What follows belongs to an exercise in optimizing a design on an open flow for small area and a short achievable clock period; a production flow would make more cautious choices.
Function was checked by simulation only, so behaviour that the tests miss may differ from the original.
No driver is modelled on the clock port, so clocking that relies on it looks cheaper here than on a real chip.
No activity file was given, so power comes from the tool's default toggle rates.

`flow/flow/run.sh`:
```
#!/bin/bash
# Layout flow: the standard ORFS flow, with port buffers of a plain buffer
# cell, a clock tree without dummy loads whose lightly loaded leaf buffers get
# a smaller cell (flow/post_cts.tcl), and timing repair aimed at a larger setup
# margin using only gate sizing and pin swaps. Clock period and constraints are
# the standard flow's own.
set -euo pipefail
W=$(pwd)
export POST_CTS_TCL="$W/flow/post_cts.tcl"
export SMALL_CLKBUF_MAX_SLEW=0.095
bash standard.sh \
  "BUFFER_PORTS_ARGS=-buffer_cell sky130_fd_sc_hd__buf_2" \
  "CTS_ARGS=-sink_clustering_enable -repair_clock_nets -dont_use_dummy_load -buf_list {sky130_fd_sc_hd__clkbuf_8}" \
  "SETUP_SLACK_MARGIN=13.5" "SETUP_MOVE_SEQUENCE=sizeup,swap" \
  finish > "$W/flow_make.log" 2>&1
```
`flow/flow/post_cts.tcl`:
```
# After CTS: a leaf clock buffer gets a smaller clock buffer cell when the
# clock pins it drives keep a slew below SMALL_CLKBUF_MAX_SLEW (ns) with it.
# The smaller cell fits where the larger one was placed.
set max_slew 0.095
if {[info exists ::env(SMALL_CLKBUF_MAX_SLEW)]} { set max_slew $::env(SMALL_CLKBUF_MAX_SLEW) }
set_propagated_clock [all_clocks]
foreach inst [get_cells clkbuf_*] {
  if {[get_property $inst ref_name] != "sky130_fd_sc_hd__clkbuf_8"} { continue }
  set net [get_nets -of_objects [get_pins -of_objects $inst -filter "direction==output"]]
  set loads [get_pins -of_objects $net -filter "direction==input"]
  set leaf 1
  foreach p $loads {
    if {[string match "*clkbuf*" [get_full_name $p]]} { set leaf 0 }
  }
  if {!$leaf} { continue }
  replace_cell $inst sky130_fd_sc_hd__clkbuf_4
  estimate_parasitics -placement
  set ms 0
  foreach p $loads {
    set s [get_property $p slew_max]
    if {$s > $ms} { set ms $s }
  }
  if {$ms > $max_slew} {
    replace_cell $inst sky130_fd_sc_hd__clkbuf_8
  }
}
estimate_parasitics -placement
```
`flow/standard.sh`:
```
#!/bin/bash
# synth_recipe.tcl (not shown) runs the flow's synth.tcl, then flattens the netlist and writes it again
# the make line also repeats each setting of config.mk as NAME=value (left out here)
make -C /OpenROAD-flow-scripts/flow DESIGN_CONFIG=/design/flow/config.mk WORK_HOME=/design/flow/orfs CLKGATE_MAP_FILE= SYNTH_SCRIPT=/design/flow/synth_recipe.tcl "${@:-finish}"
```
`flow/config.mk`:
```
export PLATFORM = sky130hd
export DESIGN_NAME = top
export DESIGN_NICKNAME = top
export VERILOG_FILES = /design/flow/design.v
export SDC_FILE = /design/flow/constraint.sdc
export NUM_CORES = 4
export LEC_CHECK = 0
export CAP_MARGIN = 20
export CORE_MARGIN = 2
export CORE_UTILIZATION = 70
export CTS_BUF_LIST = sky130_fd_sc_hd__clkbuf_4 sky130_fd_sc_hd__clkbuf_8
export CTS_CLUSTER_DIAMETER = 60
export CTS_CLUSTER_SIZE = 30
export SLEW_MARGIN = 20
export SYNTH_HIERARCHICAL = 1
export SYNTH_MINIMUM_KEEP_SIZE = 0
```
`flow/constraint.sdc`:
```
create_clock -name core_clock -period 25.0 [get_ports {clk_i}]
set_input_delay 5.0000 -clock core_clock [delete_from_list [all_inputs] [get_ports {clk_i}]]
set_output_delay 5.0000 -clock core_clock [all_outputs]
set_load 0.01 [all_outputs]
```
`flow/design.v`:
```
module registor_block(
	input clk_i,
	input rstn_i,
	input acc_en_i,
	input wr_en_i,
	input [2:0] addr_i,
	input [15:0] wdata_i,
	output [15:0] rdata_o,
	output duty_valid,
	output [9:0] duty_cycle,
	output [1:0] frequency_selection,
	output trigger_on_hit,
	output target_valid,
	output [9:0] target_value,
	output clear,
	output SW_trigger,
	input [9:0] actual_counter_value,
	input [9:0] captured_value,
	input cap_valid,
	input tm_running
);
reg [15:0] CTRL0;
reg [15:0] PWM_MODE;
reg [15:0] CNT_TIMER_MODE0;
reg [15:0] CNT_TIMER_MODE1;
reg [3:0] valid;
wire wr = acc_en_i & wr_en_i;
wire we0 = wr & (addr_i == 3'd0);
wire we1 = wr & (addr_i == 3'd1);
wire we2 = wr & (addr_i == 3'd2);
wire we3 = wr & (addr_i == 3'd3);
always @(posedge clk_i or negedge rstn_i) begin
	if(!rstn_i)
		valid <= 4'd0;
	else
		valid <= valid | {we3, we2, we1, we0};
end
always @(posedge clk_i) begin
	if(we0) CTRL0 <= wdata_i;
	if(we1) PWM_MODE <= wdata_i;
	if(we2) CNT_TIMER_MODE0 <= wdata_i;
	if(we3) CNT_TIMER_MODE1 <= wdata_i;
end
assign duty_valid = valid[1];
assign duty_cycle = PWM_MODE[9:0];
assign frequency_selection = PWM_MODE[13:12] & {2{valid[1]}};
assign trigger_on_hit = valid[2] & (CNT_TIMER_MODE0[5:4] == 2'b01);
assign target_valid = valid[3];
assign target_value = CNT_TIMER_MODE1[9:0];
assign clear = wdata_i[0] & wr & (addr_i == 3'd5);
assign SW_trigger = wdata_i[4] & wr & (addr_i == 3'd5);
wire nrd = ~acc_en_i | wr_en_i;
wire [2:0] na = ~addr_i;
wire s0, s1, s2, s3, s4, s6;
rd_and4 u_s0(.a(na[2]), .b(na[1]), .c(na[0]), .d(valid[0]), .y(s0));
rd_and4 u_s1(.a(na[2]), .b(na[1]), .c(addr_i[0]), .d(valid[1]), .y(s1));
rd_and4 u_s2(.a(na[2]), .b(addr_i[1]), .c(na[0]), .d(valid[2]), .y(s2));
rd_and4 u_s3(.a(na[2]), .b(addr_i[1]), .c(addr_i[0]), .d(valid[3]), .y(s3));
rd_and3 u_s4(.a(addr_i[2]), .b(na[1]), .c(na[0]), .y(s4));
rd_and3 u_s6(.a(addr_i[2]), .b(addr_i[1]), .c(na[0]), .y(s6));
wire s6c = s6 & cap_valid;
genvar i;
generate
	for (i = 0; i < 16; i = i + 1) begin : g_rd
		if (i < 10) begin : g6
			rd_bit6 u(.d0(CTRL0[i]), .s0(s0), .d1(PWM_MODE[i]), .s1(s1),
				.d2(CNT_TIMER_MODE0[i]), .s2(s2), .d3(CNT_TIMER_MODE1[i]), .s3(s3),
				.d4(actual_counter_value[i]), .s4(s4), .d5(captured_value[i]), .s5(s6c),
				.nrd(nrd), .y(rdata_o[i]));
		end else if (i == 12) begin : g5
			rd_bit5 u(.d0(CTRL0[i]), .s0(s0), .d1(PWM_MODE[i]), .s1(s1),
				.d2(CNT_TIMER_MODE0[i]), .s2(s2), .d3(CNT_TIMER_MODE1[i]), .s3(s3),
				.d4(tm_running), .s4(s6), .nrd(nrd), .y(rdata_o[i]));
		end else begin : g4
			rd_bit4 u(.d0(CTRL0[i]), .s0(s0), .d1(PWM_MODE[i]), .s1(s1),
				.d2(CNT_TIMER_MODE0[i]), .s2(s2), .d3(CNT_TIMER_MODE1[i]), .s3(s3),
				.nrd(nrd), .y(rdata_o[i]));
		end
	end
endgenerate
endmodule
module rd_and4(input a, input b, input c, input d, output y);
assign y = a & b & c & d;
endmodule
module rd_and3(input a, input b, input c, output y);
assign y = a & b & c;
endmodule
module rd_bit6(input d0, input s0, input d1, input s1, input d2, input s2,
	input d3, input s3, input d4, input s4, input d5, input s5, input nrd, output y);
wire ya = ~((d0 & s0) | (d1 & s1));
wire yb = ~((d2 & s2) | (d3 & s3));
wire yc = ~((d4 & s4) | (d5 & s5));
assign y = ~((ya & yb & yc) | nrd);
endmodule
module rd_bit5(input d0, input s0, input d1, input s1, input d2, input s2,
	input d3, input s3, input d4, input s4, input nrd, output y);
wire ya = ~((d0 & s0) | (d1 & s1));
wire yb = ~((d2 & s2) | (d3 & s3));
wire yc = ~(d4 & s4);
assign y = ~((ya & yb & yc) | nrd);
endmodule
module rd_bit4(input d0, input s0, input d1, input s1, input d2, input s2,
	input d3, input s3, input nrd, output y);
wire ya = ~((d0 & s0) | (d1 & s1));
wire yb = ~((d2 & s2) | (d3 & s3));
assign y = ~((ya & yb) | nrd);
endmodule
module PWM(
	input clk_i,
	input rstn_i,
	input acc_en_i,
	input [9:0] duty_cycle,
	input [1:0] frequency_selection,
	input duty_valid,
	input trigger_on_hit,
	input target_valid,
	input [9:0] target_value,
	input clear,
	input SW_trigger,
	output [9:0] actual_counter_value,
	output reg [9:0] captured_value,
	output reg cap_valid,
	output reg tm_running,
	output reg pwm_out
);
function [18:0] inc19(input [18:0] a, input cin);
	integer i; reg c;
	begin
		c = cin;
		for (i = 0; i < 19; i = i + 1) begin inc19[i] = a[i] ^ c; c = a[i] & c; end
	end
endfunction
function [13:0] inc14(input [13:0] a, input cin);
	integer i; reg c;
	begin
		c = cin;
		for (i = 0; i < 14; i = i + 1) begin inc14[i] = a[i] ^ c; c = a[i] & c; end
	end
endfunction
function [14:0] add15(input [14:0] a, input [14:0] b);
	integer i; reg c;
	begin
		c = 1'b0;
		for (i = 0; i < 15; i = i + 1) begin
			add15[i] = a[i] ^ b[i] ^ c;
			c = (a[i] & b[i]) | (a[i] & c) | (b[i] & c);
		end
	end
endfunction
function [12:0] add13(input [12:0] a, input [12:0] b);
	integer i; reg c;
	begin
		c = 1'b0;
		for (i = 0; i < 13; i = i + 1) begin
			add13[i] = a[i] ^ b[i] ^ c;
			c = (a[i] & b[i]) | (a[i] & c) | (b[i] & c);
		end
	end
endfunction
function lt14(input [13:0] a, input [13:0] b, input cin);
	integer i; reg c;
	begin
		c = cin;
		for (i = 0; i < 14; i = i + 1) c = (~a[i] & b[i]) | (~a[i] & c) | (b[i] & c);
		lt14 = c;
	end
endfunction
reg [9:0]  P_lo;
reg [8:0]  P_hi;
reg        Z;
reg [13:0] A;
reg [14:0] B;
wire [18:0] P = {P_hi, P_lo};
wire en = acc_en_i;
wire [18:0] p_inc = inc19(P, en);
wire [18:0] p_next = (Z & en) ? 19'd0 : p_inc;
wire ge400 = P >= 19'd399999;
wire ge200 = P >= 19'd199999;
wire ge125 = P >= 19'd124999;
wire ge100 = P >= 19'd99999;
wire ge = frequency_selection[1] ? (frequency_selection[0] ? ge100 : ge125)
                                 : (frequency_selection[0] ? ge200 : ge400);
wire wrap = ~Z & ge;
wire hit_tv = Z ? (target_value == 10'd0) : (p_inc == {9'd0, target_value});
wire hit = target_valid ? hit_tv : Z;
wire [12:0] dc5 = add13({1'b0, duty_cycle, 2'b0}, {3'b0, duty_cycle});
reg [13:0] T;
always @(*) begin
	case(frequency_selection)
		2'b00: T = {duty_cycle, 4'b0};
		2'b01: T = {1'b0, duty_cycle, 3'b0};
		2'b10: T = {1'b0, dc5};
		default: T = {2'b0, duty_cycle, 2'b0};
	endcase
end
wire bz = (B == 15'd0);
wire duty_on = duty_valid & (Z ? (duty_cycle != 10'd0) : lt14(A, T, bz));
wire go = en & ~Z & duty_on;
wire ld = en & Z;
wire b_carry = (B >= 15'd23977);
wire [14:0] b_step = go ? (b_carry ? 15'd8791 : 15'd1023) : 15'd0;
wire [14:0] b_sum = add15(B, b_step);
wire [13:0] a_sum = inc14(A, go & b_carry);
assign actual_counter_value = P_lo;
always @(posedge clk_i or negedge rstn_i) begin
	if(!rstn_i) begin
		P_lo <= 10'd0;
		Z <= 1'b1;
		pwm_out <= 1'b0;
		cap_valid <= 1'b0;
		tm_running <= 1'b0;
	end else begin
		P_lo <= p_next[9:0];
		if(en) begin
			Z <= wrap;
			pwm_out <= duty_on;
			if(clear)
				cap_valid <= 1'b0;
			else if(hit)
				cap_valid <= target_valid;
			if(SW_trigger || (trigger_on_hit && hit))
				tm_running <= 1'b1;
			else if(wrap)
				tm_running <= 1'b0;
		end
	end
end
always @(posedge clk_i) begin
	if(en & hit)
		captured_value <= target_value;
	P_hi <= p_next[18:10];
	A <= ld ? 14'd0 : a_sum;
	B <= ld ? (duty_on ? 15'd2046 : 15'd1023) : b_sum;
end
endmodule
module top(
	input clk_i,
	input rstn_i,
	input acc_en_i,
	input wr_en_i,
	input [2:0] addr_i,
	input [15:0] wdata_i,
	input input1_i,
	input input2_i,
	input input3_i,
	input input4_i,
	input input5_i,
	input input6_i,
	input input7_i,
	input input8_i,
	input input9_i,
	input input10_i,
	input input11_i,
	input input12_i,
	input input13_i,
	input input14_i,
	input input15_i,
	output [15:0] rdata_o,
	output output_o
);
	wire [9:0] duty_cycle_w;
	wire [1:0] frequency_selection_w;
	wire duty_valid_w;
	wire trigger_on_hit_w;
	wire target_valid_w;
	wire [9:0] target_value_w;
	wire clear_w;
	wire SW_trigger_w;
	wire [9:0] actual_counter_value_w;
	wire [9:0] captured_value_w;
	wire cap_valid_w;
	wire tm_running_w;
registor_block registor_block(
	.clk_i(clk_i),
	.rstn_i(rstn_i),
	.acc_en_i(acc_en_i),
	.wr_en_i(wr_en_i),
	.addr_i(addr_i),
	.wdata_i(wdata_i),
	.rdata_o(rdata_o),
	.duty_cycle(duty_cycle_w),
	.frequency_selection(frequency_selection_w),
	.duty_valid(duty_valid_w),
	.trigger_on_hit(trigger_on_hit_w),
	.target_valid(target_valid_w),
	.target_value(target_value_w),
	.clear(clear_w),
	.SW_trigger(SW_trigger_w),
	.actual_counter_value(actual_counter_value_w),
	.captured_value(captured_value_w),
	.cap_valid(cap_valid_w),
	.tm_running(tm_running_w)
);
PWM PWM(
	.clk_i(clk_i),
	.rstn_i(rstn_i),
	.acc_en_i(acc_en_i),
	.duty_cycle(duty_cycle_w),
	.frequency_selection(frequency_selection_w),
	.duty_valid(duty_valid_w),
	.trigger_on_hit(trigger_on_hit_w),
	.target_valid(target_valid_w),
	.target_value(target_value_w),
	.clear(clear_w),
	.SW_trigger(SW_trigger_w),
	.actual_counter_value(actual_counter_value_w),
	.captured_value(captured_value_w),
	.cap_valid(cap_valid_w),
	.tm_running(tm_running_w),
	.pwm_out(output_o)
);
endmodule
```
==> impl_results.html, run 1 <==
<table>
<tr><th>Metric</th><th>Value</th></tr>
<tr><th colspan="2">Logic synthesis</th></tr>
<tr><td>Number of warnings reported in the yosys synthesis log</td><td>8</td></tr>
<tr><td>Fraction of the yosys area taken by sequential cells</td><td>50.7%</td></tr>
<tr><td>Most frequently used flop master after synthesis</td><td>sky130_fd_sc_hd__edfxtp_1</td></tr>
<tr><td>Most used standard cell by instance count after synthesis</td><td>sky130_fd_sc_hd__edfxtp_1</td></tr>
<tr><td>Number of enable flip-flop cells after synthesis</td><td>74</td></tr>
<tr><td>Number of different library cells in the post-synthesis netlist</td><td>a little under 70</td></tr>
<tr><td>Proportion of register bits with asynchronous set or reset after synthesis</td><td>13.8%</td></tr>
<tr><td>Number of storage elements in the synthesis netlist</td><td>between 100 and 150</td></tr>
<tr><td>Top area cells in the synthesized netlist</td><td>sky130_fd_sc_hd__edfxtp_1, sky130_fd_sc_hd__dfxtp_1, sky130_fd_sc_hd__ha_1</td></tr>
<tr><td>Number of nets in the synthesized netlist</td><td>645</td></tr>
<tr><td>Most common library cells after synthesis</td><td>sky130_fd_sc_hd__edfxtp_1, sky130_fd_sc_hd__a22oi_1, sky130_fd_sc_hd__ha_1</td></tr>
<tr><td>Top cell type's share of synthesized area</td><td>between 30% and 40%</td></tr>
<tr><td>Avg Synthesized Cell Area</td><td>12.3 um^2</td></tr>
<tr><td>Cells after synthesis</td><td>~550</td></tr>
<tr><td>Area of the mapped netlist</td><td>~6800 um^2</td></tr>
<tr><td>Most area-hungry cell type in the Yosys netlist</td><td>sky130_fd_sc_hd__edfxtp_1</td></tr>
<tr><th colspan="2">Power and ir drop</th></tr>
<tr><td>Cell area power density</td><td>66.4 nW/um^2</td></tr>
<tr><td>Leakage power figure</td><td>2.90 nW</td></tr>
<tr><td>Total power</td><td>roughly 470 uW</td></tr>
<tr><td>Peak supply drop</td><td>0.0000572 V</td></tr>
<tr><th colspan="2">Critical path</th></tr>
<tr><td>Gate family responsible for the most delay along the worst path</td><td>simple AND/OR/NAND/NOR gates</td></tr>
<tr><td>List of cells traversed by the critical path</td><td>buf_2 &gt; inv_1 &gt; and3_1 &gt; and2_2 &gt; a22oi_1 &gt; a31oi_1 &gt; buf_2</td></tr>
<tr><td>Highest cell delay on the worst timing path</td><td>approximately 280 ps</td></tr>
<tr><td>CP required</td><td>about 20,000 ps</td></tr>
<tr><td>Arrival @ worst endpoint</td><td>~6500 ps</td></tr>
<tr><td>Type of element capturing the critical path</td><td>primary output</td></tr>
<tr><td>Critical Path Fanout Max</td><td>10</td></tr>
<tr><td>Crit path max-delay cell type</td><td>sky130_fd_sc_hd__and2_2</td></tr>
<tr><td>Worst Path Class, Setup</td><td>input pin to primary output</td></tr>
<tr><td>Crit Reg-Reg Startpoint</td><td>registor_block.PWM_MODE[2]</td></tr>
<tr><td>Crit path launch type</td><td>input pin</td></tr>
<tr><td>Timing startpoint of the critical path</td><td>addr_i[0]</td></tr>
<tr><td>Register-to-Register Path Depth</td><td>33</td></tr>
<tr><td>Most repeated library cell on the critical path</td><td>sky130_fd_sc_hd__buf_2</td></tr>
<tr><td>Number of cells on the critical path</td><td>7</td></tr>
<tr><td>Number of buffers and inverters on the critical path</td><td>3</td></tr>
<tr><th colspan="2">STA</th></tr>
<tr><td>Post-route fraction of the period consumed by the critical path</td><td>between 40% and 50%</td></tr>
<tr><td>Clock Skew</td><td>21.1 ps</td></tr>
<tr><td>Least-Margin Pin Slew</td><td>between 1000 and 1500 ps</td></tr>
<tr><td>Worst relative slew slack</td><td>a little under 30%</td></tr>
<tr><td>Clock period minus final worst setup slack</td><td>roughly 11,000 ps</td></tr>
<tr><td>Accumulated negative setup slack</td><td>0 ps</td></tr>
<tr><td>Highest clock rate</td><td>roughly 87 MHz</td></tr>
<tr><td>Final setup violation count</td><td>0</td></tr>
<tr><td>RSZ-0062 raised after global routing</td><td>no</td></tr>
<tr><td>Total count of max-transition violations in the final report</td><td>0</td></tr>
<tr><td>Final hold viol count</td><td>0</td></tr>
<tr><th colspan="2">Route</th></tr>
<tr><td>Remaining design rule violation count</td><td>0</td></tr>
<tr><td>Number of search-and-repair iterations in the first detailed-routing pass</td><td>5</td></tr>
<tr><td>Total length of routed met2 wires</td><td>between 7000 and 8000 um</td></tr>
<tr><td>Via count of the routed design</td><td>4,578</td></tr>
<tr><td>Routed metal-1 wirelength</td><td>5920 um</td></tr>
<tr><td>First-iteration detailed-routing DRC count</td><td>341</td></tr>
<tr><td>Drt via density</td><td>between 6 and 7</td></tr>
<tr><td>WL per Instance</td><td>roughly 20 um</td></tr>
<tr><td>Remaining antenna violation count</td><td>0</td></tr>
<tr><td>Top layer in use</td><td>met4</td></tr>
<tr><td>Detailed-routed wire length on met3</td><td>around 950 um</td></tr>
<tr><td>Total Routed Length</td><td>around 14,000 um</td></tr>
<tr><th colspan="2">GRT</th></tr>
<tr><td>Global-route wire length before repair</td><td>around 23,000 um</td></tr>
<tr><td>Number of antenna violations at the first check in global routing</td><td>0</td></tr>
<tr><td>Total global-route track usage</td><td>between 20 and 30%</td></tr>
<tr><td>Vias in the first global route</td><td>around 4,500</td></tr>
<tr><td>Total gr overflow</td><td>0</td></tr>
<tr><td>Pin count of the biggest net entering global routing</td><td>between 40 and 50</td></tr>
<tr><th colspan="2">Die</th></tr>
<tr><td>Std-Cell Rows</td><td>35</td></tr>
<tr><td>Vert. Die Dim</td><td>about 100 um</td></tr>
<tr><td>DIE AREA</td><td>around 10,000 um^2</td></tr>
<tr><td>Standard cell core area</td><td>about 9300 um^2</td></tr>
<tr><td>DIE WIDTH</td><td>102 um</td></tr>
<tr><td>Effective utilization at floorplan</td><td>between 70% and 80%</td></tr>
<tr><td>Boundary Pins</td><td>between 50 and 60</td></tr>
<tr><th colspan="2">Cells and area</th></tr>
<tr><td>Core occupancy in the finished layout</td><td>between 70% and 80%</td></tr>
<tr><td>Final std cell area, no fill</td><td>~7100 um^2</td></tr>
<tr><td>Combined flip-flop and latch cell area</td><td>3430 um^2</td></tr>
<tr><td>Share of final-layout standard cells stronger than drive strength 1</td><td>roughly 15%</td></tr>
<tr><td># diodes</td><td>0</td></tr>
<tr><td>Area overhead of the layout relative to synthesis</td><td>4.56%</td></tr>
<tr><td>Count of fill cells added during filler insertion</td><td>roughly 660</td></tr>
<tr><td>Multi-input gate area</td><td>between 2000 and 3000 um^2</td></tr>
<tr><td>Total number of nets in the final design</td><td>670</td></tr>
<tr><th colspan="2">Placement</th></tr>
<tr><td>Placed cell area</td><td>slightly below 7000 um^2</td></tr>
<tr><td>Count of port buffers added during placement</td><td>39</td></tr>
<tr><td>Detail Placement HPWL</td><td>10,100 um</td></tr>
<tr><td>Placer Congestion</td><td>between 0.8 and 0.9</td></tr>
<tr><th colspan="2">Hold path</th></tr>
<tr><td>Beginning of the worst hold path</td><td>registor_block.valid[2]</td></tr>
<tr><td>Type of the tightest min-delay check</td><td>register to register</td></tr>
<tr><td>Number of cells on the worst hold path</td><td>2</td></tr>
<tr><th colspan="2">Clock network</th></tr>
<tr><td>Reg clk slew, reported paths</td><td>around 80 ps</td></tr>
<tr><td>Clock tree from TritonCTS</td><td>done</td></tr>
<tr><td>Clk Latency, worst-skew pair</td><td>420 ps</td></tr>
<tr><td>Clock Sink Count</td><td>between 100 and 150</td></tr>
<tr><th colspan="2">Status</th></tr>
<tr><td>Status</td><td>timing/DRC/antenna clean</td></tr>
<tr><th colspan="2">Run</th></tr>
<tr><td>Max-Cap Viols</td><td>0</td></tr>
</table>
## state kept, by name, indices dropped and copies added, names as in the netlist, 4 cells and up
name,count
registor_block.CNT_TIMER_MODE0,16
registor_block.CNT_TIMER_MODE1,16
registor_block.CTRL0,16
registor_block.PWM_MODE,16
PWM.B,15
PWM.A,14
PWM.P_lo,10
PWM.captured_value,10
PWM.P_hi,9
registor_block.valid,4
## per-module statistics from Yosys (local to each module, per instance), excerpt
module,area [um^2],flip-flops and latches,times used,cells inside
PWM,4000,62,1,375
rd_bit6,28.8,0,10,4
rd_and4,8.76,0,4,1
registor_block,2320,68,1,112
rd_and3,6.26,0,2,1
rd_bit4,20.0,0,5,3
rd_bit5,22.5,0,1,3
## where the power goes
| part | internal, mW | switching (mW) |
|---|---|---|
| registers | 0.248 | 0.0207 |
| clock network | 0.0384 | 0.0641 |
| logic | 0.0490 | 0.0507 |
| total | 0.335 | 0.135 |
## cell type report
| cell class | count | share of cell area, % |
|---|---|---|
| Multi-Input combinational cell | 348 | 41.9 |
| Inverter | 34 | 1.80 |
| Timing Repair Buffer | 45 | 3.39 |
| Sequential cell | 130 | 48.5 |
| Clock buffer | 17 | 2.15 |
| Tap cell | 129 | 2.28 |
## placed cells by master (no fill, tap or decap), types with 4 or more instances in the layout
master	netlist	layout
sky130_fd_sc_hd__inv_1	33	33
sky130_fd_sc_hd__o22ai_1	4	4
sky130_fd_sc_hd__ha_1	40	40
sky130_fd_sc_hd__mux4_1	5	5
sky130_fd_sc_hd__a22oi_1	45	45
sky130_fd_sc_hd__fa_1	16	16
sky130_fd_sc_hd__buf_4	31	6
sky130_fd_sc_hd__a31oi_1	16	16
sky130_fd_sc_hd__and4_4	0	4
sky130_fd_sc_hd__nand2b_1	12	12
sky130_fd_sc_hd__dfrtp_1	17	17
sky130_fd_sc_hd__nand3_1	5	5
sky130_fd_sc_hd__clkbuf_8	0	4
sky130_fd_sc_hd__buf_2	1	39
sky130_fd_sc_hd__nor2_1	15	15
sky130_fd_sc_hd__o21ai_0	4	4
sky130_fd_sc_hd__xor2_1	9	9
sky130_fd_sc_hd__mux2_2	4	4
sky130_fd_sc_hd__and2_1	39	38
sky130_fd_sc_hd__edfxtp_1	74	74
sky130_fd_sc_hd__xnor2_1	5	5
sky130_fd_sc_hd__nand2_1	17	17
sky130_fd_sc_hd__nor3_1	11	9
sky130_fd_sc_hd__a21oi_1	15	15
sky130_fd_sc_hd__dfxtp_1	38	38
sky130_fd_sc_hd__and3_1	8	8
sky130_fd_sc_hd__nor4_1	13	11
sky130_fd_sc_hd__clkbuf_4	0	13
## cell families (layout without fill, tap and decap cells)
logic type,Yosys count,after routing,share of synthesized area (%)
simple gates,145,145,12.7
flops,130,130,50.7
compound gates,120,120,13.0
buf+inv,73,96,6.00
fa+ha+maj,56,56,12.1
xor+xnor,14,14,1.81
mux,13,13,3.75
## worst reg2reg max path, delay by kind of cell, from the launching register on
kind / cells / cell delay, ps
flip-flops: 1 / 530
buffers and inverters: 2 / 110
XOR/XNOR: 1 / 160
multiplexers: 1 / 570
adder cells (fa/ha/maj): 23 / 7690
AO/OA/AOI/OAI: 4 / 1000
AND/OR/NAND/NOR: 2 / 430
## stage by stage
step / cells / hold WS (ps) / setup slack [ps]
floorplan: 551 / 424 / 13910
global placement: 686 / 435 / 13310
detailed placement: 686 / 461 / 13270
global route: 703 / 557 / 13510
finish: 703 / 535 / 13530
## layer usage
layer	up-vias	GRT usage (%)
met5	-	0
li1	2116	-
met1	2254	38.8
met4	0	10.8
met3	26	6.36
met2	182	50.1
## path summary, 6_finish.rpt
path                                           end  slack [ps]
max                                     rdata_o[9]       13530
min                        registor_block.valid[2]         530
max reg2reg                              PWM.B[14]       14380
min reg2reg                registor_block.valid[2]         530
max in group asynchronous                    PWM.Z       20140
min in group asynchronous              PWM.P_lo[8]        4520
==> inputs of run 2 (changes only) <==
--- a/flow/flow/run.sh
+++ b/flow/flow/run.sh
@@ -11,5 +11,5 @@
 bash standard.sh \
   "BUFFER_PORTS_ARGS=-buffer_cell sky130_fd_sc_hd__buf_2" \
   "CTS_ARGS=-sink_clustering_enable -repair_clock_nets -dont_use_dummy_load -buf_list {sky130_fd_sc_hd__clkbuf_8}" \
-  "SETUP_SLACK_MARGIN=13.5" "SETUP_MOVE_SEQUENCE=sizeup,swap" \
+  "SETUP_SLACK_MARGIN=14.1" "SETUP_MOVE_SEQUENCE=sizeup,swap" \
   finish > "$W/flow_make.log" 2>&1
==> run 2 against run 1 <==
Still clean. Setup slack gained 350 ps. Wire length decreased by 1.6%. Total power is 1.2% higher. Cell area rose by 2.9%. Via count fell by 0.37%. Sequential share of layout area is 1.4 points lower. Non-clock buffer count unchanged. Synthesized cell count did not move. Final cell count unchanged. Critical endpoint is now rdata_o[2]. Largest cell class unchanged.
==> impl_results.html, run 2 <==
<table>
<tr><th>Metric</th><th>Value</th></tr>
<tr><th colspan="2">Route</th></tr>
<tr><td>Drt via density</td><td>6.49 (was 6.51)</td></tr>
<tr><td>WL per Instance</td><td>20.3 um (was 20.6 um)</td></tr>
<tr><td>First-iteration detailed-routing DRC count</td><td>334 (was 341)</td></tr>
<tr><td>Number of search-and-repair iterations in the first detailed-routing pass</td><td>6 (was 5)</td></tr>
<tr><td>Total Routed Length</td><td>14,300 um (was 14,500 um)</td></tr>
<tr><td>Remaining antenna violation count</td><td>0 (unchanged)</td></tr>
<tr><td>Via count of the routed design</td><td>4,561 (was 4,578)</td></tr>
<tr><td>Remaining design rule violation count</td><td>0 (unchanged)</td></tr>
<tr><th colspan="2">Critical path</th></tr>
<tr><td>Endpoint of the worst register-to-register path</td><td>PWM.B[14] (unchanged)</td></tr>
<tr><td>Type of element capturing the critical path</td><td>primary output (unchanged)</td></tr>
<tr><td>Register-to-register setup slack</td><td>14,770 ps (was 14,380 ps)</td></tr>
<tr><td>Critical Path Fanout Max</td><td>16 (was 10)</td></tr>
<tr><td>Register-to-Register Path Depth</td><td>33 (unchanged)</td></tr>
<tr><td>Worst Path Class, Setup</td><td>input pin to primary output (unchanged)</td></tr>
<tr><td>Crit path launch type</td><td>input pin (unchanged)</td></tr>
<tr><td>CP required</td><td>20,000 ps (about the same)</td></tr>
<tr><td>Crit Reg-Reg Startpoint</td><td>registor_block.PWM_MODE[0] (was registor_block.PWM_MODE[2])</td></tr>
<tr><td>Arrival @ worst endpoint</td><td>6120 ps (was 6470 ps)</td></tr>
<tr><td>Capturing instance or port of the critical path</td><td>rdata_o[2] (was rdata_o[9])</td></tr>
<tr><td>Timing startpoint of the critical path</td><td>addr_i[2] (was addr_i[0])</td></tr>
<tr><th colspan="2">STA</th></tr>
<tr><td>Post-route fraction of the period consumed by the critical path</td><td>44.5% (was 45.9%)</td></tr>
<tr><td>Clock period minus final worst setup slack</td><td>11,120 ps (was 11,470 ps)</td></tr>
<tr><td>Clock Skew</td><td>27.2 ps (was 21.1 ps)</td></tr>
<tr><td>Total count of max-transition violations in the final report</td><td>0 (unchanged)</td></tr>
<tr><td>Highest clock rate</td><td>89.9 MHz (was 87.2 MHz)</td></tr>
<tr><td>Worst relative slew slack</td><td>45.2% (was 29.1%)</td></tr>
<tr><td>Accumulated negative setup slack</td><td>0 ps (unchanged)</td></tr>
<tr><td>Least-Margin Pin Slew</td><td>822 ps (was 1060 ps)</td></tr>
<tr><td>RSZ-0062 raised after global routing</td><td>yes (was no)</td></tr>
<tr><td>Final setup violation count</td><td>0 (unchanged)</td></tr>
<tr><td>Final hold viol count</td><td>0 (unchanged)</td></tr>
<tr><th colspan="2">Placement</th></tr>
<tr><td>Placed cell area</td><td>6950 um^2 (was 6920 um^2)</td></tr>
<tr><td>Count of port buffers added during placement</td><td>39 (unchanged)</td></tr>
<tr><td>Placer Congestion</td><td>0.869 (was 0.837)</td></tr>
<tr><td>Detail Placement HPWL</td><td>9940 um (was 10,100 um)</td></tr>
<tr><td>Placed cell count</td><td>686 (unchanged)</td></tr>
<tr><th colspan="2">Run</th></tr>
<tr><td>Max-Cap Viols</td><td>0 (unchanged)</td></tr>
<tr><th colspan="2">Clock network</th></tr>
<tr><td>Clock tree from TritonCTS</td><td>done (unchanged)</td></tr>
<tr><td>Clk Latency, worst-skew pair</td><td>410 ps (was 420 ps)</td></tr>
<tr><td>Clock Sink Count</td><td>130 (unchanged)</td></tr>
<tr><td>Reg clk slew, reported paths</td><td>90 ps (was 80 ps)</td></tr>
<tr><th colspan="2">GRT</th></tr>
<tr><td>GR peak layer</td><td>met2 (unchanged)</td></tr>
<tr><td>Total gr overflow</td><td>0 (unchanged)</td></tr>
<tr><td>Number of antenna violations at the first check in global routing</td><td>0 (unchanged)</td></tr>
<tr><td>Pin count of the biggest net entering global routing</td><td>46 (unchanged)</td></tr>
<tr><td>Global-route wire length before repair</td><td>22,600 um (was 23,100 um)</td></tr>
<tr><td>Total global-route track usage</td><td>29.4% (was 29.9%)</td></tr>
<tr><td>Met2 track utilization from global routing</td><td>49.3% (was 50.1%)</td></tr>
<tr><td>Vias in the first global route</td><td>4,592 (was 4,548)</td></tr>
<tr><td>Met1 layer usage reported by global route</td><td>36.8% (was 38.8%)</td></tr>
<tr><td>GR Util met3</td><td>6.98% (was 6.36%)</td></tr>
<tr><th colspan="2">Die</th></tr>
<tr><td>DIE AREA</td><td>10,500 um^2 (unchanged)</td></tr>
<tr><td>DIE WIDTH</td><td>102 um (unchanged)</td></tr>
<tr><td>Effective utilization at floorplan</td><td>72.7% (unchanged)</td></tr>
<tr><td>Boundary Pins</td><td>55 (unchanged)</td></tr>
<tr><td>Std-Cell Rows</td><td>35 (unchanged)</td></tr>
<tr><td>Vert. Die Dim</td><td>102 um (unchanged)</td></tr>
<tr><td>Standard cell core area</td><td>9330 um^2 (unchanged)</td></tr>
<tr><th colspan="2">Power and ir drop</th></tr>
<tr><td>Cell area power density</td><td>65.2 nW/um^2 (was 66.4 nW/um^2)</td></tr>
<tr><td>Fraction of power consumed by sequential logic</td><td>56.6% (was 57.0%)</td></tr>
<tr><td>Relative contribution of combinational cells to total power</td><td>21.7% (was 21.2%)</td></tr>
<tr><td>Total power</td><td>476 uW (was 470 uW)</td></tr>
<tr><td>Cell-internal power</td><td>339 uW (was 335 uW)</td></tr>
<tr><td>Switching portion of total power</td><td>28.7% (was 28.8%)</td></tr>
<tr><td>Switching pwr</td><td>137 uW (was 135 uW)</td></tr>
<tr><td>Leakage power figure</td><td>2.92 nW (was 2.90 nW)</td></tr>
<tr><td>Portion of total power attributed to the clock network</td><td>21.7% (was 21.8%)</td></tr>
<tr><td>Peak supply drop</td><td>0.0000463 V (was 0.0000572 V)</td></tr>
<tr><th colspan="2">Logic synthesis</th></tr>
<tr><td>Basic-gate share of the synthesized area counting and, or, nand and nor cells</td><td>12.7% (unchanged)</td></tr>
<tr><td>Largest family of logic cells by synthesized area</td><td>compound AO/OA/AOI/OAI gates (unchanged)</td></tr>
<tr><td>Adder-cell share of the synthesized area</td><td>12.1% (unchanged)</td></tr>
<tr><td>Most frequently used flop master after synthesis</td><td>sky130_fd_sc_hd__edfxtp_1 (unchanged)</td></tr>
<tr><td>Proportion of register bits with asynchronous set or reset after synthesis</td><td>13.8% (unchanged)</td></tr>
<tr><td>Number of warnings reported in the yosys synthesis log</td><td>8 (unchanged)</td></tr>
<tr><td>Share of synthesized area spent on multiplexers</td><td>3.75% (unchanged)</td></tr>
<tr><td>Xor/xnor share of the synthesized area</td><td>1.81% (unchanged)</td></tr>
<tr><td>Number of enable flip-flop cells after synthesis</td><td>74 (unchanged)</td></tr>
<tr><td>Cells after synthesis</td><td>551 (unchanged)</td></tr>
<tr><td>Number of storage elements in the synthesis netlist</td><td>130 (unchanged)</td></tr>
<tr><td>Top area cells in the synthesized netlist</td><td>sky130_fd_sc_hd__edfxtp_1, sky130_fd_sc_hd__dfxtp_1, sky130_fd_sc_hd__ha_1 (unchanged)</td></tr>
<tr><td>Number of nets in the synthesized netlist</td><td>645 (unchanged)</td></tr>
<tr><td>Avg Synthesized Cell Area</td><td>12.3 um^2 (unchanged)</td></tr>
<tr><td>Synthesized-area fraction occupied by ao, oa, aoi and oai cells</td><td>13.0% (unchanged)</td></tr>
<tr><td>Number of different library cells in the post-synthesis netlist</td><td>69 (unchanged)</td></tr>
<tr><td>Most used standard cell by instance count after synthesis</td><td>sky130_fd_sc_hd__edfxtp_1 (unchanged)</td></tr>
<tr><td>Top cell type's share of synthesized area</td><td>32.8% (unchanged)</td></tr>
<tr><td>Most common library cells after synthesis</td><td>sky130_fd_sc_hd__edfxtp_1, sky130_fd_sc_hd__a22oi_1, sky130_fd_sc_hd__ha_1 (unchanged)</td></tr>
<tr><td>Fraction of the yosys area taken by sequential cells</td><td>50.7% (unchanged)</td></tr>
<tr><td>Area of the mapped netlist</td><td>6780 um^2 (unchanged)</td></tr>
<tr><td>Most area-hungry cell type in the Yosys netlist</td><td>sky130_fd_sc_hd__edfxtp_1 (unchanged)</td></tr>
<tr><th colspan="2">Cells and area</th></tr>
<tr><td>Share of final-layout standard cells stronger than drive strength 1</td><td>20.2% (was 15.3%)</td></tr>
<tr><td>Number of non-filler instances in the completed layout</td><td>703 (unchanged)</td></tr>
<tr><td>Area overhead of the layout relative to synthesis</td><td>7.62% (was 4.56%)</td></tr>
<tr><td>Commonest non-fill, non-tap cell in the layout</td><td>sky130_fd_sc_hd__edfxtp_1 (unchanged)</td></tr>
<tr><td>Core occupancy in the finished layout</td><td>78.2% (was 76.0%)</td></tr>
<tr><td># diodes</td><td>0 (unchanged)</td></tr>
<tr><td>Highest-count cells in the layout ignoring fill and taps</td><td>sky130_fd_sc_hd__edfxtp_1, sky130_fd_sc_hd__ha_1, sky130_fd_sc_hd__dfxtp_1, sky130_fd_sc_hd__and2_1 (was sky130_fd_sc_hd__edfxtp_1, sky130_fd_sc_hd__a22oi_1, sky130_fd_sc_hd__ha_1)</td></tr>
<tr><td>Total number of nets in the final design</td><td>670 (unchanged)</td></tr>
<tr><td>Final std cell area, no fill</td><td>7290 um^2 (was 7090 um^2)</td></tr>
<tr><th colspan="2">Hold path</th></tr>
<tr><td>Type of the tightest min-delay check</td><td>register to register (unchanged)</td></tr>
<tr><td>Number of cells on the worst hold path</td><td>2 (unchanged)</td></tr>
<tr><th colspan="2">Status</th></tr>
<tr><td>Status</td><td>timing/DRC/antenna clean (unchanged)</td></tr>
</table>
## run 2: per-module statistics from Yosys (local to each module, per instance), excerpt
module | area, um^2 | copies in the design | flops+latches
PWM | 4000 | 1 | 62
registor_block | 2320 | 1 | 68
rd_bit6 | 28.8 | 10 | 0
rd_bit5 | 22.5 | 1 | 0
rd_bit4 | 20.0 | 5 | 0
rd_and4 | 8.76 | 4 | 0
rd_and3 | 6.26 | 2 | 0
## run 2: metal layers
| layer | share of wire, % | vias up |
|---|---|---|
| met4 | 2.6 | 0 |
| li1 | - | 2108 |
| met5 | 0 | - |
| met3 | 5.7 | 28 |
| met2 | 50 | 180 |
| met1 | 41 | 2245 |
## run 2: power groups by stage
stage	Combinational, mW	Clock, mW	Sequential (mW)
6_report	0.103	0.103	0.269
5_1_grt	0.118	0.112	0.273
3_5_place_dp	0.0979	0	0.273
3_3_place_gp	0.0932	0	0.273
2_1_floorplan	0.0822	0	0.266
## run 2: area by class of cell
class,instances,area [um^2]
Inverter,34,155
Timing Repair Buffer,45,288
Fill cell,626,2030
Sequential cell,130,3430
Tap cell,129,161
Multi-Input combinational cell,348,3100
Clock buffer,17,159
## run 2: kinds of logic after synthesis
family | after synthesis
flops | 130
fa+ha+maj | 56
simple gates | 145
mux | 13
xor+xnor | 14
buf+inv | 73
compound gates | 120
## run 2: worst min-delay path by stage
stage,startpoint,to
floorplan,registor_block.valid[0],registor_block.valid[0]
global placement,registor_block.valid[0],registor_block.valid[0]
detailed placement,registor_block.valid[0],registor_block.valid[0]
global route,registor_block.valid[0],registor_block.valid[0]
finish,registor_block.valid[0],registor_block.valid[0]
## run 2: critical path, stage by stage
cell and delay [ps]:
sky130_fd_sc_hd__buf_12 120, sky130_fd_sc_hd__inv_8 60, sky130_fd_sc_hd__and4_4 370, sky130_fd_sc_hd__a22oi_1 150
sky130_fd_sc_hd__a31oi_1 240, sky130_fd_sc_hd__buf_2 170
## run 2: stage by stage
| step | hold WS (ps) | setup WS [ps] |
|---|---|---|
| 3_5_place_dp | 442 | 13390 |
| 3_3_place_gp | 446 | 13460 |
| 2_1_floorplan | 423 | 14100 |
| 6_report | 475 | 13880 |
| 5_1_grt | 482 | 13860 |
==> inputs of run 3 (changes only) <==
--- a/flow/flow/run.sh
+++ b/flow/flow/run.sh
@@ -11,5 +11,5 @@
 bash standard.sh \
   "BUFFER_PORTS_ARGS=-buffer_cell sky130_fd_sc_hd__buf_2" \
   "CTS_ARGS=-sink_clustering_enable -repair_clock_nets -dont_use_dummy_load -buf_list {sky130_fd_sc_hd__clkbuf_8}" \
-  "SETUP_SLACK_MARGIN=14.1" "SETUP_MOVE_SEQUENCE=sizeup,swap" \
+  "SETUP_SLACK_MARGIN=13.8" "SETUP_MOVE_SEQUENCE=sizeup,swap" \
   finish > "$W/flow_make.log" 2>&1
--- a/flow/config.mk
+++ b/flow/config.mk
@@ -11,6 +11,7 @@
 export CTS_BUF_LIST = sky130_fd_sc_hd__clkbuf_4 sky130_fd_sc_hd__clkbuf_8
 export CTS_CLUSTER_DIAMETER = 60
 export CTS_CLUSTER_SIZE = 30
+export GPL_TIMING_DRIVEN = 1
 export SLEW_MARGIN = 20
 export SYNTH_HIERARCHICAL = 1
 export SYNTH_MINIMUM_KEEP_SIZE = 0
==> run 3 against run 2 <==
Still clean. Synthesized cell count did not move. Register-to-register slack lost 370 ps. Utilization down 1.0 points. Flip-flop and latch count unchanged. Setup slack worse by 56 ps. Clock skew fell by 4.7 ps. Critical endpoint is now rdata_o[5].
==> impl_results.html, run 3 <==
<table>
<tr><th>Metric</th><th>Value</th></tr>
<tr><th colspan="2">Power and ir drop</th></tr>
<tr><td>Leakage power figure</td><td>2.91 nW (was 2.92 nW)</td></tr>
<tr><td>Fraction of power consumed by sequential logic</td><td>56.8% (was 56.6%)</td></tr>
<tr><td>Switching portion of total power</td><td>29.0% (was 28.7%)</td></tr>
<tr><td>Cell area power density</td><td>65.8 nW/um^2 (was 65.2 nW/um^2)</td></tr>
<tr><td>Peak supply drop</td><td>0.0000566 V (was 0.0000463 V)</td></tr>
<tr><td>Cell-internal power</td><td>336 uW (was 339 uW)</td></tr>
<tr><td>Switching pwr</td><td>137 uW (about the same)</td></tr>
<tr><td>Total power</td><td>474 uW (was 476 uW)</td></tr>
<tr><td>Relative contribution of combinational cells to total power</td><td>21.6% (was 21.7%)</td></tr>
<tr><td>Portion of total power attributed to the clock network</td><td>21.6% (was 21.7%)</td></tr>
<tr><th colspan="2">Route</th></tr>
<tr><td>WL per Instance</td><td>20.7 um (was 20.3 um)</td></tr>
<tr><td>Drt via density</td><td>6.56 (was 6.49)</td></tr>
<tr><td>Via count of the routed design</td><td>4,612 (was 4,561)</td></tr>
<tr><td>Remaining design rule violation count</td><td>0 (unchanged)</td></tr>
<tr><td>Remaining antenna violation count</td><td>0 (unchanged)</td></tr>
<tr><td>First-iteration detailed-routing DRC count</td><td>334 (unchanged)</td></tr>
<tr><td>Total Routed Length</td><td>14,600 um (was 14,300 um)</td></tr>
<tr><td>Number of search-and-repair iterations in the first detailed-routing pass</td><td>5 (was 6)</td></tr>
<tr><th colspan="2">STA</th></tr>
<tr><td>Total count of max-transition violations in the final report</td><td>0 (unchanged)</td></tr>
<tr><td>Clock Skew</td><td>22.6 ps (was 27.2 ps)</td></tr>
<tr><td>Least-Margin Pin Slew</td><td>837 ps (was 822 ps)</td></tr>
<tr><td>Final setup margin</td><td>13,830 ps (was 13,880 ps)</td></tr>
<tr><td>Highest clock rate</td><td>89.5 MHz (was 89.9 MHz)</td></tr>
<tr><td>Final setup violation count</td><td>0 (unchanged)</td></tr>
<tr><td>Clock period minus final worst setup slack</td><td>11,170 ps (was 11,120 ps)</td></tr>
<tr><td>RSZ-0062 raised after global routing</td><td>yes (unchanged)</td></tr>
<tr><td>Worst relative slew slack</td><td>44.2% (was 45.2%)</td></tr>
<tr><td>Accumulated negative setup slack</td><td>0 ps (unchanged)</td></tr>
<tr><td>Post-route fraction of the period consumed by the critical path</td><td>44.7% (was 44.5%)</td></tr>
<tr><td>Final hold viol count</td><td>0 (unchanged)</td></tr>
<tr><th colspan="2">Logic synthesis</th></tr>
<tr><td>Most frequently used flop master after synthesis</td><td>sky130_fd_sc_hd__edfxtp_1 (unchanged)</td></tr>
<tr><td>Number of enable flip-flop cells after synthesis</td><td>74 (unchanged)</td></tr>
<tr><td>Proportion of register bits with asynchronous set or reset after synthesis</td><td>13.8% (unchanged)</td></tr>
<tr><td>Area of the mapped netlist</td><td>6780 um^2 (unchanged)</td></tr>
<tr><td>Most area-hungry cell type in the Yosys netlist</td><td>sky130_fd_sc_hd__edfxtp_1 (unchanged)</td></tr>
<tr><td>Avg Synthesized Cell Area</td><td>12.3 um^2 (unchanged)</td></tr>
<tr><td>Fraction of the yosys area taken by sequential cells</td><td>50.7% (unchanged)</td></tr>
<tr><td>Top area cells in the synthesized netlist</td><td>sky130_fd_sc_hd__edfxtp_1, sky130_fd_sc_hd__dfxtp_1, sky130_fd_sc_hd__ha_1 (unchanged)</td></tr>
<tr><td>Top cell type's share of synthesized area</td><td>32.8% (unchanged)</td></tr>
<tr><td>Number of different library cells in the post-synthesis netlist</td><td>69 (unchanged)</td></tr>
<tr><td>Number of storage elements in the synthesis netlist</td><td>130 (unchanged)</td></tr>
<tr><td>Most common library cells after synthesis</td><td>sky130_fd_sc_hd__edfxtp_1, sky130_fd_sc_hd__a22oi_1, sky130_fd_sc_hd__ha_1 (unchanged)</td></tr>
<tr><td>Cells after synthesis</td><td>551 (unchanged)</td></tr>
<tr><td>Number of nets in the synthesized netlist</td><td>645 (unchanged)</td></tr>
<tr><td>Number of warnings reported in the yosys synthesis log</td><td>8 (unchanged)</td></tr>
<tr><td>Most used standard cell by instance count after synthesis</td><td>sky130_fd_sc_hd__edfxtp_1 (unchanged)</td></tr>
<tr><th colspan="2">Critical path</th></tr>
<tr><td>Highest cell delay on the worst timing path</td><td>400 ps (was 370 ps)</td></tr>
<tr><td>Register-to-register setup slack</td><td>14,400 ps (was 14,770 ps)</td></tr>
<tr><td>Number of buffers and inverters on the critical path</td><td>3 (unchanged)</td></tr>
<tr><td>Arrival @ worst endpoint</td><td>6170 ps (was 6120 ps)</td></tr>
<tr><td>Register-to-Register Path Depth</td><td>33 (unchanged)</td></tr>
<tr><td>Endpoint of the worst register-to-register path</td><td>PWM.B[14] (unchanged)</td></tr>
<tr><td>Gate family responsible for the most delay along the worst path</td><td>buffers and inverters (was compound AO/OA/AOI/OAI gates)</td></tr>
<tr><td>Worst Path Class, Setup</td><td>input pin to primary output (unchanged)</td></tr>
<tr><td>Crit path launch type</td><td>input pin (unchanged)</td></tr>
<tr><td>CP required</td><td>20,000 ps (about the same)</td></tr>
<tr><td>Critical Path Fanout Max</td><td>16 (unchanged)</td></tr>
<tr><td>Crit Reg-Reg Startpoint</td><td>registor_block.PWM_MODE[2] (was registor_block.PWM_MODE[0])</td></tr>
<tr><td>Type of element capturing the critical path</td><td>primary output (unchanged)</td></tr>
<tr><td>Number of cells on the critical path</td><td>6 (unchanged)</td></tr>
<tr><td>List of cells traversed by the critical path</td><td>buf_4 &gt; inv_4 &gt; and4_4 &gt; a22oi_1 &gt; a31oi_1 &gt; buf_2 (was buf_12 &gt; inv_8 &gt; and4_4 &gt; a22oi_1 &gt; a31oi_1 &gt; buf_2)</td></tr>
<tr><td>Crit path max-delay cell type</td><td>sky130_fd_sc_hd__and4_4 (unchanged)</td></tr>
<tr><th colspan="2">Clock network</th></tr>
<tr><td>Clock tree from TritonCTS</td><td>done (unchanged)</td></tr>
<tr><td>Clk Latency, worst-skew pair</td><td>420 ps (was 410 ps)</td></tr>
<tr><td>Clock Sink Count</td><td>130 (unchanged)</td></tr>
<tr><td>Reg clk slew, reported paths</td><td>80 ps (was 90 ps)</td></tr>
<tr><th colspan="2">Die</th></tr>
<tr><td>Std-Cell Rows</td><td>35 (unchanged)</td></tr>
<tr><td>Effective utilization at floorplan</td><td>72.7% (unchanged)</td></tr>
<tr><td>DIE WIDTH</td><td>102 um (unchanged)</td></tr>
<tr><td>Boundary Pins</td><td>55 (unchanged)</td></tr>
<tr><td>Vert. Die Dim</td><td>102 um (unchanged)</td></tr>
<tr><td>DIE AREA</td><td>10,500 um^2 (unchanged)</td></tr>
<tr><td>Standard cell core area</td><td>9330 um^2 (unchanged)</td></tr>
<tr><th colspan="2">Cells and area</th></tr>
<tr><td>Area overhead of the layout relative to synthesis</td><td>6.24% (was 7.62%)</td></tr>
<tr><td>Combined flip-flop and latch cell area</td><td>3430 um^2 (unchanged)</td></tr>
<tr><td>Commonest non-fill, non-tap cell in the layout</td><td>sky130_fd_sc_hd__edfxtp_1 (unchanged)</td></tr>
<tr><td>Count of fill cells added during filler insertion</td><td>647 (was 626)</td></tr>
<tr><td>Share of final-layout standard cells stronger than drive strength 1</td><td>18.6% (was 20.2%)</td></tr>
<tr><td>Multi-input gate area</td><td>3070 um^2 (was 3100 um^2)</td></tr>
<tr><td>Number of non-filler instances in the completed layout</td><td>703 (unchanged)</td></tr>
<tr><td>Highest-count cells in the layout ignoring fill and taps</td><td>sky130_fd_sc_hd__edfxtp_1, sky130_fd_sc_hd__ha_1, sky130_fd_sc_hd__dfxtp_1, sky130_fd_sc_hd__and2_1 (unchanged)</td></tr>
<tr><td>Total number of nets in the final design</td><td>670 (unchanged)</td></tr>
<tr><td># diodes</td><td>0 (unchanged)</td></tr>
<tr><th colspan="2">GRT</th></tr>
<tr><td>Pin count of the biggest net entering global routing</td><td>46 (unchanged)</td></tr>
<tr><td>Global-route wire length before repair</td><td>23,100 um (was 22,600 um)</td></tr>
<tr><td>Number of antenna violations at the first check in global routing</td><td>0 (unchanged)</td></tr>
<tr><td>Vias in the first global route</td><td>4,561 (was 4,592)</td></tr>
<tr><td>Total global-route track usage</td><td>29.9% (was 29.4%)</td></tr>
<tr><td>Total gr overflow</td><td>0 (unchanged)</td></tr>
<tr><th colspan="2">Placement</th></tr>
<tr><td>Placed cell count</td><td>686 (unchanged)</td></tr>
<tr><td>Pre-CTS setup slack</td><td>13,270 ps (was 13,390 ps)</td></tr>
<tr><td>Count of port buffers added during placement</td><td>39 (unchanged)</td></tr>
<tr><td>Detail Placement HPWL</td><td>10,100 um (was 9940 um)</td></tr>
<tr><td>Placer Congestion</td><td>0.837 (was 0.869)</td></tr>
<tr><th colspan="2">Status</th></tr>
<tr><td>Status</td><td>timing/DRC/antenna clean (unchanged)</td></tr>
<tr><th colspan="2">Hold path</th></tr>
<tr><td>Worst-case hold path end point</td><td>registor_block.valid[2] (was registor_block.valid[0])</td></tr>
<tr><td>Number of cells on the worst hold path</td><td>2 (unchanged)</td></tr>
<tr><td>Beginning of the worst hold path</td><td>registor_block.valid[2] (was registor_block.valid[0])</td></tr>
<tr><td>Type of the tightest min-delay check</td><td>register to register (unchanged)</td></tr>
<tr><th colspan="2">Run</th></tr>
<tr><td>Max-Cap Viols</td><td>0 (unchanged)</td></tr>
</table>
## run 3: worst max path at each step
stage,startpoint,endpoint,slack (ps)
after floorplan,acc_en_i,PWM.B[14],13910
after global placement,acc_en_i,PWM.B[14],13310
after detailed placement,acc_en_i,PWM.B[14],13270
after global routing,addr_i[2],rdata_o[8],13790
final,addr_i[2],rdata_o[5],13830
## run 3: tightest hold or removal path: stages, from the launching register on
cell                      delay [ps]
sky130_fd_sc_hd__dfrtp_1         370
sky130_fd_sc_hd__inv_1            80
sky130_fd_sc_hd__o31ai_1          60
## run 3: modules after synthesis, one instance, submodules excluded, a selection
module / flops+latches / area [um^2] / copies in the design / cells inside
PWM: 62 / 4000 / 1 / 375
rd_and3: 0 / 6.26 / 2 / 1
rd_and4: 0 / 8.76 / 4 / 1
rd_bit4: 0 / 20.0 / 5 / 3
rd_bit5: 0 / 22.5 / 1 / 3
rd_bit6: 0 / 28.8 / 10 / 4
registor_block: 68 / 2320 / 1 / 112
## run 3: layout make-up
| cell class | instances | share of cell area, % |
|---|---|---|
| tap | 129 | 2.24 |
| timing repair buffer | 45 | 3.49 |
| inverter | 34 | 1.88 |
| clock buffer | 17 | 2.12 |
| multi-input combinational | 348 | 42.6 |
| sequential | 130 | 47.7 |
## run 3: logic make-up (layout without fill, tap and decap cells)
logic type,Yosys count,after routing,share of synthesized area (%)
xor+xnor,14,14,1.81
fa+ha+maj,56,56,12.1
flops,130,130,50.7
simple gates,145,145,12.7
buf+inv,73,96,6.00
mux,13,13,3.75
compound gates,120,120,13.0
## run 3: metal layers
metal | part of all wire [%] | vias to the layer above | GRT usage [%]
li1 | - | 2120 | -
met1 | 42 | 2281 | 39.2
met2 | 51 | 188 | 49.8
met3 | 5.6 | 23 | 6.02
met4 | 1.8 | 0 | 11.2
met5 | 0 | - | 0
## run 3: stage by stage
stage / hold WS, ps / util (%) / area (um^2)
finish: 542 / 77.2 / 7200
global route: 549 / 77.2 / 7200
detailed placement: 461 / 74.2 / 6920
global placement: 435 / 74.2 / 6920
floorplan: 424 / - / 6780
## run 3: power groups by stage
stage                     logic [mW]  registers, mW  clock network [mW]
final                          0.102          0.269               0.102
after global routing           0.117          0.272               0.110
after detailed placement      0.0971          0.273                   0
after global placement        0.0924          0.272                   0
after floorplan               0.0811          0.266                   0
==> inputs of run 4 (changes only) <==
--- a/flow/config.mk
+++ b/flow/config.mk
@@ -11,7 +11,6 @@
 export CTS_BUF_LIST = sky130_fd_sc_hd__clkbuf_4 sky130_fd_sc_hd__clkbuf_8
 export CTS_CLUSTER_DIAMETER = 60
 export CTS_CLUSTER_SIZE = 30
-export GPL_TIMING_DRIVEN = 1
 export SLEW_MARGIN = 20
 export SYNTH_HIERARCHICAL = 1
 export SYNTH_MINIMUM_KEEP_SIZE = 0
==> run 4 against run 3 <==
Clock skew stayed put. Sequential power is essentially flat. Highest routed layer unchanged. Final cell count unchanged. Wire length unchanged. Critical endpoint unchanged. Fmax unchanged. Register-to-register slack about the same. Sequential share of layout area is the same.
==> impl_results.html, run 4 <==
<table>
<tr><th>Metric</th><th>Value</th></tr>
<tr><th colspan="2">Status</th></tr>
<tr><td>Status</td><td>timing/DRC/antenna clean (unchanged)</td></tr>
<tr><th colspan="2">Critical path</th></tr>
<tr><td>Gate family responsible for the most delay along the worst path</td><td>buffers and inverters (unchanged)</td></tr>
<tr><td>Crit path max-delay cell type</td><td>sky130_fd_sc_hd__and4_4 (unchanged)</td></tr>
<tr><td>Crit path launch type</td><td>input pin (unchanged)</td></tr>
<tr><td>Critical Path Fanout Max</td><td>16 (unchanged)</td></tr>
<tr><td>CP required</td><td>20,000 ps (about the same)</td></tr>
<tr><td>Type of element capturing the critical path</td><td>primary output (unchanged)</td></tr>
<tr><td>Worst Path Class, Setup</td><td>input pin to primary output (unchanged)</td></tr>
<tr><td>Number of buffers and inverters on the critical path</td><td>3 (unchanged)</td></tr>
<tr><td>List of cells traversed by the critical path</td><td>buf_4 &gt; inv_4 &gt; and4_4 &gt; a22oi_1 &gt; a31oi_1 &gt; buf_2 (unchanged)</td></tr>
<tr><td>Arrival @ worst endpoint</td><td>6170 ps (about the same)</td></tr>
<tr><td>Highest cell delay on the worst timing path</td><td>400 ps (about the same)</td></tr>
<tr><th colspan="2">Route</th></tr>
<tr><td>Number of search-and-repair iterations in the first detailed-routing pass</td><td>5 (unchanged)</td></tr>
<tr><td>Detailed-routed wire length on met3</td><td>810 um (unchanged)</td></tr>
<tr><td>Routed metal-1 wirelength</td><td>6090 um (unchanged)</td></tr>
<tr><td>Top layer in use</td><td>met4 (unchanged)</td></tr>
<tr><td>Remaining design rule violation count</td><td>0 (unchanged)</td></tr>
<tr><td>Drt via density</td><td>6.56 (unchanged)</td></tr>
<tr><td>Total Routed Length</td><td>14,600 um (unchanged)</td></tr>
<tr><td>Via count of the routed design</td><td>4,612 (unchanged)</td></tr>
<tr><td>WL per Instance</td><td>20.7 um (unchanged)</td></tr>
<tr><td>Total length of routed met2 wires</td><td>7410 um (unchanged)</td></tr>
<tr><td>Remaining antenna violation count</td><td>0 (unchanged)</td></tr>
<tr><td>First-iteration detailed-routing DRC count</td><td>334 (unchanged)</td></tr>
<tr><th colspan="2">STA</th></tr>
<tr><td>Final setup margin</td><td>13,830 ps (unchanged)</td></tr>
<tr><td>Final hold viol count</td><td>0 (unchanged)</td></tr>
<tr><td>Worst relative slew slack</td><td>44.2% (unchanged)</td></tr>
<tr><td>Post-route fraction of the period consumed by the critical path</td><td>44.7% (unchanged)</td></tr>
<tr><td>Final setup violation count</td><td>0 (unchanged)</td></tr>
<tr><td>Least-Margin Pin Slew</td><td>837 ps (unchanged)</td></tr>
<tr><td>Clock Skew</td><td>22.6 ps (unchanged)</td></tr>
<tr><td>Clock period minus final worst setup slack</td><td>11,170 ps (unchanged)</td></tr>
<tr><td>Total count of max-transition violations in the final report</td><td>0 (unchanged)</td></tr>
<tr><td>Accumulated negative setup slack</td><td>0 ps (unchanged)</td></tr>
<tr><td>RSZ-0062 raised after global routing</td><td>yes (unchanged)</td></tr>
<tr><td>Highest clock rate</td><td>89.5 MHz (unchanged)</td></tr>
<tr><th colspan="2">Logic synthesis</th></tr>
<tr><td>Avg Synthesized Cell Area</td><td>12.3 um^2 (unchanged)</td></tr>
<tr><td>Most common library cells after synthesis</td><td>sky130_fd_sc_hd__edfxtp_1, sky130_fd_sc_hd__a22oi_1, sky130_fd_sc_hd__ha_1 (unchanged)</td></tr>
<tr><td>Top cell type's share of synthesized area</td><td>32.8% (unchanged)</td></tr>
<tr><td>Fraction of the yosys area taken by sequential cells</td><td>50.7% (unchanged)</td></tr>
<tr><td>Area of the mapped netlist</td><td>6780 um^2 (unchanged)</td></tr>
<tr><td>Number of nets in the synthesized netlist</td><td>645 (unchanged)</td></tr>
<tr><td>Number of different library cells in the post-synthesis netlist</td><td>69 (unchanged)</td></tr>
<tr><td>Most frequently used flop master after synthesis</td><td>sky130_fd_sc_hd__edfxtp_1 (unchanged)</td></tr>
<tr><td>Cells after synthesis</td><td>551 (unchanged)</td></tr>
<tr><td>Proportion of register bits with asynchronous set or reset after synthesis</td><td>13.8% (unchanged)</td></tr>
<tr><td>Most area-hungry cell type in the Yosys netlist</td><td>sky130_fd_sc_hd__edfxtp_1 (unchanged)</td></tr>
<tr><td>Number of storage elements in the synthesis netlist</td><td>130 (unchanged)</td></tr>
<tr><td>Top area cells in the synthesized netlist</td><td>sky130_fd_sc_hd__edfxtp_1, sky130_fd_sc_hd__dfxtp_1, sky130_fd_sc_hd__ha_1 (unchanged)</td></tr>
<tr><td>Most used standard cell by instance count after synthesis</td><td>sky130_fd_sc_hd__edfxtp_1 (unchanged)</td></tr>
<tr><td>Number of warnings reported in the yosys synthesis log</td><td>8 (unchanged)</td></tr>
<tr><td>Number of enable flip-flop cells after synthesis</td><td>74 (unchanged)</td></tr>
<tr><th colspan="2">Hold path</th></tr>
<tr><td>Type of the tightest min-delay check</td><td>register to register (unchanged)</td></tr>
<tr><th colspan="2">Die</th></tr>
<tr><td>Std-Cell Rows</td><td>35 (unchanged)</td></tr>
<tr><td>Vert. Die Dim</td><td>102 um (unchanged)</td></tr>
<tr><td>Boundary Pins</td><td>55 (unchanged)</td></tr>
<tr><td>DIE AREA</td><td>10,500 um^2 (unchanged)</td></tr>
<tr><td>Standard cell core area</td><td>9330 um^2 (unchanged)</td></tr>
<tr><td>DIE WIDTH</td><td>102 um (unchanged)</td></tr>
<tr><td>Effective utilization at floorplan</td><td>72.7% (unchanged)</td></tr>
<tr><th colspan="2">GRT</th></tr>
<tr><td>Number of antenna violations at the first check in global routing</td><td>0 (unchanged)</td></tr>
<tr><td>Total global-route track usage</td><td>29.9% (unchanged)</td></tr>
<tr><td>Pin count of the biggest net entering global routing</td><td>46 (unchanged)</td></tr>
<tr><td>Vias in the first global route</td><td>4,561 (unchanged)</td></tr>
<tr><td>Global-route wire length before repair</td><td>23,100 um (unchanged)</td></tr>
<tr><td>Total gr overflow</td><td>0 (unchanged)</td></tr>
<tr><th colspan="2">Cells and area</th></tr>
<tr><td>Highest-count cells in the layout ignoring fill and taps</td><td>sky130_fd_sc_hd__edfxtp_1, sky130_fd_sc_hd__ha_1, sky130_fd_sc_hd__dfxtp_1, sky130_fd_sc_hd__and2_1 (unchanged)</td></tr>
<tr><td>Share of final-layout standard cells stronger than drive strength 1</td><td>18.6% (unchanged)</td></tr>
<tr><td>Total number of nets in the final design</td><td>670 (unchanged)</td></tr>
<tr><td>Area overhead of the layout relative to synthesis</td><td>6.24% (unchanged)</td></tr>
<tr><td>Commonest non-fill, non-tap cell in the layout</td><td>sky130_fd_sc_hd__edfxtp_1 (unchanged)</td></tr>
<tr><td>Core occupancy in the finished layout</td><td>77.2% (unchanged)</td></tr>
<tr><td># diodes</td><td>0 (unchanged)</td></tr>
<tr><th colspan="2">Placement</th></tr>
<tr><td>Placer Congestion</td><td>0.837 (unchanged)</td></tr>
<tr><td>Pre-CTS setup slack</td><td>13,270 ps (unchanged)</td></tr>
<tr><td>Detail Placement HPWL</td><td>10,100 um (unchanged)</td></tr>
<tr><td>Count of port buffers added during placement</td><td>39 (unchanged)</td></tr>
<tr><th colspan="2">Clock network</th></tr>
<tr><td>Reg clk slew, reported paths</td><td>80 ps (about the same)</td></tr>
<tr><td>Clk Latency, worst-skew pair</td><td>420 ps (about the same)</td></tr>
<tr><td>Clock tree from TritonCTS</td><td>done (unchanged)</td></tr>
<tr><td>Clock Sink Count</td><td>130 (unchanged)</td></tr>
<tr><th colspan="2">Power and ir drop</th></tr>
<tr><td>Cell area power density</td><td>65.8 nW/um^2 (unchanged)</td></tr>
<tr><td>Total power</td><td>474 uW (unchanged)</td></tr>
<tr><td>Leakage power figure</td><td>2.91 nW (unchanged)</td></tr>
<tr><td>Peak supply drop</td><td>0.0000566 V (unchanged)</td></tr>
<tr><th colspan="2">Run</th></tr>
<tr><td>Max-Cap Viols</td><td>0 (unchanged)</td></tr>
</table>
## run 4: cell counts after synthesis
Identical to the previous run, type by type.
## run 4: kinds of logic (layout without fill, tap and decap cells)
logic type / Yosys count / count (layout) / synth area share, %
XOR/XNOR: 14 / 14 / 1.81
multiplexers: 13 / 13 / 3.75
adder cells (fa/ha/maj): 56 / 56 / 12.1
flip-flops: 130 / 130 / 50.7
buffers and inverters: 73 / 96 / 6.00
AO/OA/AOI/OAI: 120 / 120 / 13.0
AND/OR/NAND/NOR: 145 / 145 / 12.7
## run 4: final cells by class
type                       count  area [um^2]
clock buffer                  17          153
fill                         647         2130
inverter                      34          135
multi-input combinational    348         3070
sequential                   130         3430
tap                          129          161
timing repair buffer          45          251
## run 4: modules after synthesis, one instance, submodules excluded, a selection
module | flip-flops and latches | cells inside | times used | area (um^2)
rd_bit4 | 0 | 3 | 5 | 20.0
rd_bit5 | 0 | 3 | 1 | 22.5
PWM | 62 | 375 | 1 | 4000
rd_bit6 | 0 | 4 | 10 | 28.8
rd_and4 | 0 | 1 | 4 | 8.76
rd_and3 | 0 | 1 | 2 | 6.26
registor_block | 68 | 112 | 1 | 2320
## run 4: metal layers
layer,global-route usage (%),vias up
met1,39.2,2281
met2,49.8,188
li1,-,2120
met4,11.2,0
met3,6.02,23
met5,0,-
## run 4: stage by stage
step                      instances  instance area (um^2)  hold WS [ps]
after detailed placement        686                  6920           461
final                           703                  7200           542
after global routing            703                  7200           549
after global placement          686                  6920           435
after floorplan                 551                  6780           424
## run 4: tightest hold or removal path, delay by kind of cell, from the launching register on
family	cells	cell delay, ps
DFF	1	370
AOI/OAI and AO/OA	1	60
buffers and inverters	1	80
## run 4: where the power goes
group / internal [mW] / switching, mW / leakage, nW
Combinational: 0.0505 / 0.0518 / 1.63
Sequential: 0.248 / 0.0216 / 1.19
Clock: 0.0384 / 0.0640 / 0.0886
## run 4: path summary, 6_finish.rpt
| path | slack [ps] | endpoint | depth (start not counted) | startpoint |
|---|---|---|---|---|
| worst max-delay path | 13830 | rdata_o[5] | 6 | addr_i[2] |
| worst min-delay path | 540 | registor_block.valid[2] | 2 | registor_block.valid[2] |
| worst max register to register | 14400 | PWM.B[14] | 33 | registor_block.PWM_MODE[2] |
| worst min register to register | 540 | registor_block.valid[2] | 2 | registor_block.valid[2] |
| max in group asynchronous | 20150 | PWM.Z | 1 | rstn_i |
| min in group asynchronous | 4520 | PWM.cap_valid | 1 | rstn_i |

[re-timing with driven ports]
The flow's constraints put no driver on any port. The routed layouts listed below were extracted and timed again, unchanged, in two steps.
Step 1, drivers: a clkbuf_16 drives clk_i and a buf_2 each remaining input, both assumed.
Step 2 moves the port delays by t, midway between the first and last clock arrival at a register: inputs arrive t later, outputs are due t later. That takes back most of the time a late clock gives input paths.
Slacks: ideal / step 1 / step 2; pairs: ideal / step 1.
run | t (ns) | setup slack, ns | slew at the worst register clock pin (ns)
run 1 | 0.440 | 13.530 / 13.477 / 13.410 | 0.10 / 0.10
run 2 | 0.438 | 13.882 / 13.822 / 13.822 | 0.09 / 0.09
run 3 | 0.445 | 13.826 / 13.787 / 13.664 | 0.10 / 0.10
run 4 | 0.445 | 13.826 / 13.787 / 13.664 | 0.10 / 0.10
After both steps setup and hold are still met in every run listed.
